Source: an optimization exercise on an open RTL-to-GDS flow (aim: small area). Production flows keep margins and buffers that such runs may drop.
In this exercise RTL edits were held to simulation tests only and were not proved equivalent to the original.
The flow treats the clock pin as an ideal source. Dropping or thinning the clock tree relies on that and would not hold on a real chip.
No activity file was given, so power comes from the tool's default toggle rates.

run 1:
## fpga_top
module fpga_top(SW, KEY, CLOCK_50, LEDR, HEX0, HEX1);
    input [9:0] SW;
    input [3:0] KEY;
    input CLOCK_50;
    output [9:0] LEDR;
    output [6:0] HEX0, HEX1;
    wire [7:0] data_result;
    quad_core u0(
        .clk(CLOCK_50),
        .resetn(KEY[0]),
        .go_n(KEY[1]),
        .data_in(SW[7:0]),
        .data_result(data_result)
    );
    assign LEDR[9:0] = {2'b00, data_result};
    hex_decoder H0(.hex_digit(data_result[3:0]), .segments(HEX0));
    hex_decoder H1(.hex_digit(data_result[7:4]), .segments(HEX1));
endmodule
==> flow/config.mk <==
export PLATFORM = sky130hd
export DESIGN_NAME = fpga_top
export DESIGN_NICKNAME = fpga_top
export VERILOG_FILES = /design/flow/design.v
export SDC_FILE = /design/flow/constraint.sdc
export NUM_CORES = 4
export LEC_CHECK = 0
export ABC_AREA = 1
export CAP_MARGIN = 20
export CORE_MARGIN = 2
export CORE_UTILIZATION = 80
export PLACE_DENSITY = 0.9
export SLEW_MARGIN = 20
==> flow/constraint.sdc <==
create_clock -name core_clock -period 10.0 [get_ports {CLOCK_50}]
set_input_delay 2.0000 -clock core_clock [delete_from_list [all_inputs] [get_ports {CLOCK_50}]]
set_output_delay 2.0000 -clock core_clock [all_outputs]
set_load 0.01 [all_outputs]
standard.sh (not shown) runs the stock make flow with config.mk's settings and CLKGATE_MAP_FILE= SYNTH_SCRIPT=/design/flow/synth_recipe.tcl, a recipe that flattens the netlist after the stock synthesis.
==> flow/flow/run.sh <==
#!/bin/bash
# Layout flow: the standard flow (standard.sh) with these changes:
#  - synthesis: the purely combinational modules of the design (mac8, dsel,
#    ctrl, hex_decoder) are taken from the hand-mapped cell netlists in
#    flow/cells.v instead of being synthesized from their RTL bodies; the
#    registers stay in the RTL and are inferred as in the standard synthesis.
#    Yosys's full-adder extraction is off and ABC uses an area script.
#  - ports are buffered with sky130_fd_sc_hd__buf_1.
#  - clock tree: the clock port drives two clkbuf_8, each driving half of
#    the register clock pins, grouped by position (flow/n_buf.tcl, run in
#    place of TritonCTS).
set -euo pipefail
here=$(pwd)
python3 - "$FLOW_DESIGN" flow/cells.v design_cells.v > swap_modules.log 2>&1 <<'PY'
import re, sys
src = open(sys.argv[1]).read()
cells = open(sys.argv[2]).read()
for m in re.finditer(r'^\s*module\s+(\w+)\b.*?^\s*endmodule\b', cells, re.S | re.M):
    name = m.group(1)
    mm = re.search(r'^\s*module\s+' + name + r'\b.*?^\s*endmodule\b', src, re.S | re.M)
    assert mm, "module %s not found" % name
    src = src[:mm.start()] + "\n" + m.group(0) + "\n" + src[mm.end():]
    print("replaced", name)
open(sys.argv[3], 'w').write(src)
PY
cp flow/abc_area_deep.script abc_area_deep.script
{
  head -n 1 synth_recipe.tcl
  cat <<TCL
proc abc {args} {
  set i [lsearch -exact \$args -script]
  if {\$i >= 0} { set args [lreplace \$args [expr {\$i+1}] [expr {\$i+1}] $here/abc_area_deep.script] }
  set j [lsearch -exact \$args -D]
  if {\$j >= 0} { set args [lreplace \$args \$j [expr {\$j+1}]] }
  yosys abc {*}\$args
}
TCL
  tail -n +2 synth_recipe.tcl
} > my_synth.tcl
export CLKBUF_CELL=sky130_fd_sc_hd__clkbuf_8 CLKBUF_COUNT=2
bash standard.sh VERILOG_FILES="$here/design_cells.v" ADDER_MAP_FILE= SYNTH_SCRIPT="$here/my_synth.tcl" \
  BUFFER_PORTS_ARGS="-inputs -outputs -buffer_cell sky130_fd_sc_hd__buf_1" \
  PRE_CTS_TCL="$here/flow/n_buf.tcl" \
  finish > standard_flow.log 2>&1
Other scripts of this flow, unchanged in this note and not shown: flow/flow/abc_area_deep.script, flow/flow/cells.v, flow/flow/n_buf.tcl
Run 1 | stages: all done | timing, DRC, antenna: all pass
Changes in run 2 relative to run 1:
Settings: PLACE_DENSITY no longer set, was 0.9; CORE_UTILIZATION now 40, was 80.
Notes after the runs:
- Looking at first-pass iteration count of the detailed router, run 2 sits 2 lower than run 1 does.
- Maximum frequency essentially unchanged between run 1 and run 2.
- Summary of run 2 over run 1: power per cell area lost about 3%; global placement routability congestion lost 0.084; power consumption lost 0.0000038 W; placeable core region picked up an extra about 100%; routed length per placed instance lost 23%.
- Routed wire length improves in run 2 relative to run 1.
Edits applied to the flow inputs when going from run 2 to run 3:
Settings: swapping 40 for 65 in CORE_UTILIZATION; putting PLACE_DENSITY at 0.75 where nothing was set.
- In the flow results for run 2 and run 3, the hold slack is larger on run 2.
- Comparing run 2 and run 3, first-iteration DRC count is lower on run 3.
- Post-route standard cell area excluding fillers: run 2 and run 3 compared, higher one is run 2
- Run 3 against run 2: worst-case setup slack after placement went up by 0.20 ns, half-perimeter wire length of the detailed placement result went down, relative contribution of the clock network to total power now sits lower.
- In the metrics for run 2 and run 3, the one carrying the lower data arrival time of the worst path is run 3.
No run of this note takes its clock network from TritonCTS; it comes from the design's own scripts or RTL.

========
## v47
Another version of the RTL of fpga_top (not shown whole).
For scale: about 240 cells after synthesis, about 36 flip-flops, about 39 I/O pins.
Design fpga_top, start of the top module:
module fpga_top(SW, KEY, CLOCK_50, LEDR, HEX0, HEX1);
    input [9:0] SW;
    input [3:0] KEY;
    input CLOCK_50;
    output [9:0] LEDR;
    output [6:0] HEX0, HEX1;
    wire [7:0] data_result;
    quad_core u0(
        .clk(CLOCK_50),
        .resetn(KEY[0]),
        .go_n(KEY[1]),
        .data_in(SW[7:0]),
        .data_result(data_result)
    );
    assign LEDR[9:0] = {2'b00, data_result};
    hex_decoder H0(.hex_digit(data_result[3:0]), .segments(HEX0));
    hex_decoder H1(.hex_digit(data_result[7:4]), .segments(HEX1));
endmodule
==> flow/config.mk <==
export PLATFORM = sky130hd
export DESIGN_NAME = fpga_top
export DESIGN_NICKNAME = fpga_top
export VERILOG_FILES = /design/flow/design.v
export SDC_FILE = /design/flow/constraint.sdc
export NUM_CORES = 4
export LEC_CHECK = 0
export ABC_AREA = 1
export CAP_MARGIN = 0
export CORE_MARGIN = 2
export CORE_UTILIZATION = 65
export GPL_TIMING_DRIVEN = 0
export PLACE_DENSITY = 0.75
export SLEW_MARGIN = 0
==> flow/constraint.sdc <==
create_clock -name core_clock -period 10.0 [get_ports {CLOCK_50}]
set_input_delay 2.0000 -clock core_clock [delete_from_list [all_inputs] [get_ports {CLOCK_50}]]
set_output_delay 2.0000 -clock core_clock [all_outputs]
set_load 0.01 [all_outputs]
==> flow/flow/run.sh <==
#!/bin/bash
# Layout flow: the standard flow (standard.sh) with these changes:
#  - synthesis: the purely combinational modules of the design (mac8, dsel,
#    ctrl, hex_decoder) are taken from the hand-mapped cell netlists in
#    flow/cells.v instead of being synthesized from their RTL bodies; the
#    registers stay in the RTL and are inferred as in the standard synthesis.
#    Yosys's full-adder extraction is off and ABC uses an area script.
#  - ports are buffered with sky130_fd_sc_hd__buf_1.
#  - clock tree: the clock port drives two clkbuf_8, each driving half of
#    the register clock pins, grouped by position (flow/n_buf.tcl, run in
#    place of TritonCTS).
set -euo pipefail
here=$(pwd)
python3 - "$FLOW_DESIGN" flow/cells.v design_cells.v > swap_modules.log 2>&1 <<'PY'
import re, sys
src = open(sys.argv[1]).read()
cells = open(sys.argv[2]).read()
for m in re.finditer(r'^\s*module\s+(\w+)\b.*?^\s*endmodule\b', cells, re.S | re.M):
    name = m.group(1)
    mm = re.search(r'^\s*module\s+' + name + r'\b.*?^\s*endmodule\b', src, re.S | re.M)
    assert mm, "module %s not found" % name
    src = src[:mm.start()] + "\n" + m.group(0) + "\n" + src[mm.end():]
    print("replaced", name)
open(sys.argv[3], 'w').write(src)
PY
cp flow/abc_area_deep.script abc_area_deep.script
{
  head -n 1 synth_recipe.tcl
  cat <<TCL
proc abc {args} {
  set i [lsearch -exact \$args -script]
  if {\$i >= 0} { set args [lreplace \$args [expr {\$i+1}] [expr {\$i+1}] $here/abc_area_deep.script] }
  set j [lsearch -exact \$args -D]
  if {\$j >= 0} { set args [lreplace \$args \$j [expr {\$j+1}]] }
  yosys abc {*}\$args
}
TCL
  tail -n +2 synth_recipe.tcl
} > my_synth.tcl
export CLKBUF_CELL=sky130_fd_sc_hd__clkbuf_8 CLKBUF_COUNT=2
bash standard.sh VERILOG_FILES="$here/design_cells.v" ADDER_MAP_FILE= SYNTH_INSBUF=0 SYNTH_SCRIPT="$here/my_synth.tcl" \
  BUFFER_PORTS_ARGS="-inputs -outputs -buffer_cell sky130_fd_sc_hd__buf_1" \
  PRE_CTS_TCL="$here/flow/n_buf.tcl" \
  finish > standard_flow.log 2>&1
Other scripts of this flow, unchanged in this note and not shown: flow/flow/abc_area_deep.script, flow/flow/cells.v, flow/flow/n_buf.tcl
v47 | stages: all done | timing, DRC, antenna: all pass
Relative to v47, the following input files were edited for v32:
# v47
export LEC_CHECK = 0
export ABC_AREA = 1
export CAP_MARGIN = 0
export CORE_MARGIN = 2
export CORE_UTILIZATION = 65
export GPL_TIMING_DRIVEN = 0
export PLACE_DENSITY = 0.75
export SLEW_MARGIN = 0
create_clock -name core_clock -period 10.0 [get_ports {CLOCK_50}]
# v32
export LEC_CHECK = 0
export ABC_AREA = 1
export CAP_MARGIN = 20
export CORE_MARGIN = 2
export CORE_UTILIZATION = 65
export GPL_TIMING_DRIVEN = 0
export PLACE_DENSITY = 0.75
export SLEW_MARGIN = 20
create_clock -name core_clock -period 10.0 [get_ports {CLOCK_50}]
### Flow results
Final worst-path setup slack: v32 vs v47 down 0.25 ns. STATUS final critical-path required period: v32 loses against v47. From v47 to v32 the numbers moved as follows: sequential portion of the cell area roughly the same, switching power roughly the same. Cmp v32 vs v47: met1 routing resource usage after global routing lower in v32. Per the comparison of v32 with v47, design area essentially unchanged, overall power of the completed layout essentially unchanged, met3 track demand over resource in global routing increased 0.72 points, worst setup slack for register-to-register paths increased 0.18 ns, power of the combinational group essentially unchanged.
Edits applied to the flow inputs when going from v32 to v43:
# v32
export LEC_CHECK = 0
export ABC_AREA = 1
export CAP_MARGIN = 20
export CORE_MARGIN = 2
export CORE_UTILIZATION = 65
export GPL_TIMING_DRIVEN = 0
export PLACE_DENSITY = 0.75
export SLEW_MARGIN = 20
create_clock -name core_clock -period 10.0 [get_ports {CLOCK_50}]
# v43
export LEC_CHECK = 0
export ABC_AREA = 1
export CAP_MARGIN = 20
export CORE_MARGIN = 2
export CORE_UTILIZATION = 65
export PLACE_DENSITY = 0.75
export SLEW_MARGIN = 20
create_clock -name core_clock -period 10.0 [get_ports {CLOCK_50}]
-- flow/flow/run.sh --
<<< v32, line 39
} > my_synth.tcl
export CLKBUF_CELL=sky130_fd_sc_hd__clkbuf_8 CLKBUF_COUNT=2
bash standard.sh VERILOG_FILES="$here/design_cells.v" ADDER_MAP_FILE= SYNTH_INSBUF=0 SYNTH_SCRIPT="$here/my_synth.tcl" \
  BUFFER_PORTS_ARGS="-inputs -outputs -buffer_cell sky130_fd_sc_hd__buf_1" \
  PRE_CTS_TCL="$here/flow/n_buf.tcl" \
>>> v43, line 39
} > my_synth.tcl
export CLKBUF_CELL=sky130_fd_sc_hd__clkbuf_8 CLKBUF_COUNT=2
bash standard.sh VERILOG_FILES="$here/design_cells.v" ADDER_MAP_FILE= SYNTH_SCRIPT="$here/my_synth.tcl" \
  BUFFER_PORTS_ARGS="-inputs -outputs -buffer_cell sky130_fd_sc_hd__buf_1" \
  PRE_CTS_TCL="$here/flow/n_buf.tcl" \
## What came out
v43 finished all stages; the layout is clean.
v32 -> v43: cell area flat
As far as hold buffer count at CTS goes, v32 and v43 are indistinguishable; the numbers are identical.
[v43] post-route worst setup slack rose 0.54 ns relative to v32
The inputs of v46 differ from those of v43 as listed below.
# v43
export LEC_CHECK = 0
export ABC_AREA = 1
export CAP_MARGIN = 20
export CORE_MARGIN = 2
export CORE_UTILIZATION = 65
export PLACE_DENSITY = 0.75
export SLEW_MARGIN = 20
create_clock -name core_clock -period 10.0 [get_ports {CLOCK_50}]
# v46
export LEC_CHECK = 0
export ABC_AREA = 1
export CAP_MARGIN = 0
export CORE_MARGIN = 2
export CORE_UTILIZATION = 65
export GPL_TIMING_DRIVEN = 0
export PLACE_DENSITY = 0.75
export SLEW_MARGIN = 0
create_clock -name core_clock -period 10.0 [get_ports {CLOCK_50}]
-- flow/flow/run.sh --
<<< v43, line 5
#    flow/cells.v instead of being synthesized from their RTL bodies; the
#    registers stay in the RTL and are inferred as in the standard synthesis.
#    Yosys's full-adder extraction is off and ABC uses an area script.
#  - ports are buffered with sky130_fd_sc_hd__buf_1.
#  - clock tree: the clock port drives two clkbuf_8, each driving half of
>>> v46, line 5
#    flow/cells.v instead of being synthesized from their RTL bodies; the
#    registers stay in the RTL and are inferred as in the standard synthesis.
#    Yosys's full-adder extraction and pass-through buffering are off and
#    ABC uses an area script.
#  - ports are buffered with sky130_fd_sc_hd__buf_1.
#  - clock tree: the clock port drives two clkbuf_8, each driving half of
<<< v43, line 39
} > my_synth.tcl
export CLKBUF_CELL=sky130_fd_sc_hd__clkbuf_8 CLKBUF_COUNT=2
bash standard.sh VERILOG_FILES="$here/design_cells.v" ADDER_MAP_FILE= SYNTH_SCRIPT="$here/my_synth.tcl" \
  BUFFER_PORTS_ARGS="-inputs -outputs -buffer_cell sky130_fd_sc_hd__buf_1" \
  PRE_CTS_TCL="$here/flow/n_buf.tcl" \
>>> v46, line 40
} > my_synth.tcl
export CLKBUF_CELL=sky130_fd_sc_hd__clkbuf_8 CLKBUF_COUNT=2
bash standard.sh VERILOG_FILES="$here/design_cells.v" ADDER_MAP_FILE= SYNTH_INSBUF=0 SYNTH_SCRIPT="$here/my_synth.tcl" \
  BUFFER_PORTS_ARGS="-inputs -outputs -buffer_cell sky130_fd_sc_hd__buf_1" \
  PRE_CTS_TCL="$here/flow/n_buf.tcl" \
--- outcome ---
Comparing v43 and v46, number of nets in the layout is lower on v46.
Critical path data arrival time was lower in v43 than in v46.
Summary of v46 over v43: detailed-route wire length on metal 1 went up about 1.5%; ratio of final minimum period to clock period went up 2.9 points.
In every run of this note, the design's own scripts or RTL, not TritonCTS, make the clock network.

-- port drivers added, routing unchanged --
Ports are ideal in the flow. The routed layouts listed here were re-timed in OpenROAD. Step 1 assumes that a clkbuf_16 drives the clock port and a buf_2 every other input. Step 2 also shifts input and output timing later by t, the mid clock arrival at the registers, as if the neighbouring blocks saw the same clock. Slacks: no drivers / after step 1 / after step 2; pairs: no drivers / after step 1.
run	t (ns)	slack for setup (ns)	worst setup path after step 2	clock arrival spread, ns	pins driven straight from the clock port
run 1	0.199	0.999 / 0.995 / 0.796	input to register	0.014 / 0.014	2
run 2	0.206	0.998 / 1.013 / 0.807	input to register	0.009 / 0.008	2
run 3	0.193	1.141 / 1.158 / 0.966	input to register	0.013 / 0.013	2
v47	0.197	0.676 / 0.693 / 0.496	input to register	0.008 / 0.008	2
v32	0.200	0.428 / 0.447 / 0.247	input to register	0.007 / 0.008	2
v43	0.201	0.964 / 0.981 / 0.781	input to register	0.013 / 0.013	2
v46	0.197	0.676 / 0.693 / 0.496	input to register	0.008 / 0.008	2
After both steps setup and hold are still met in every run listed. The setup slack of run 1, which loses most, moves by -0.004 ns with the drivers and by -0.203 ns with both steps.
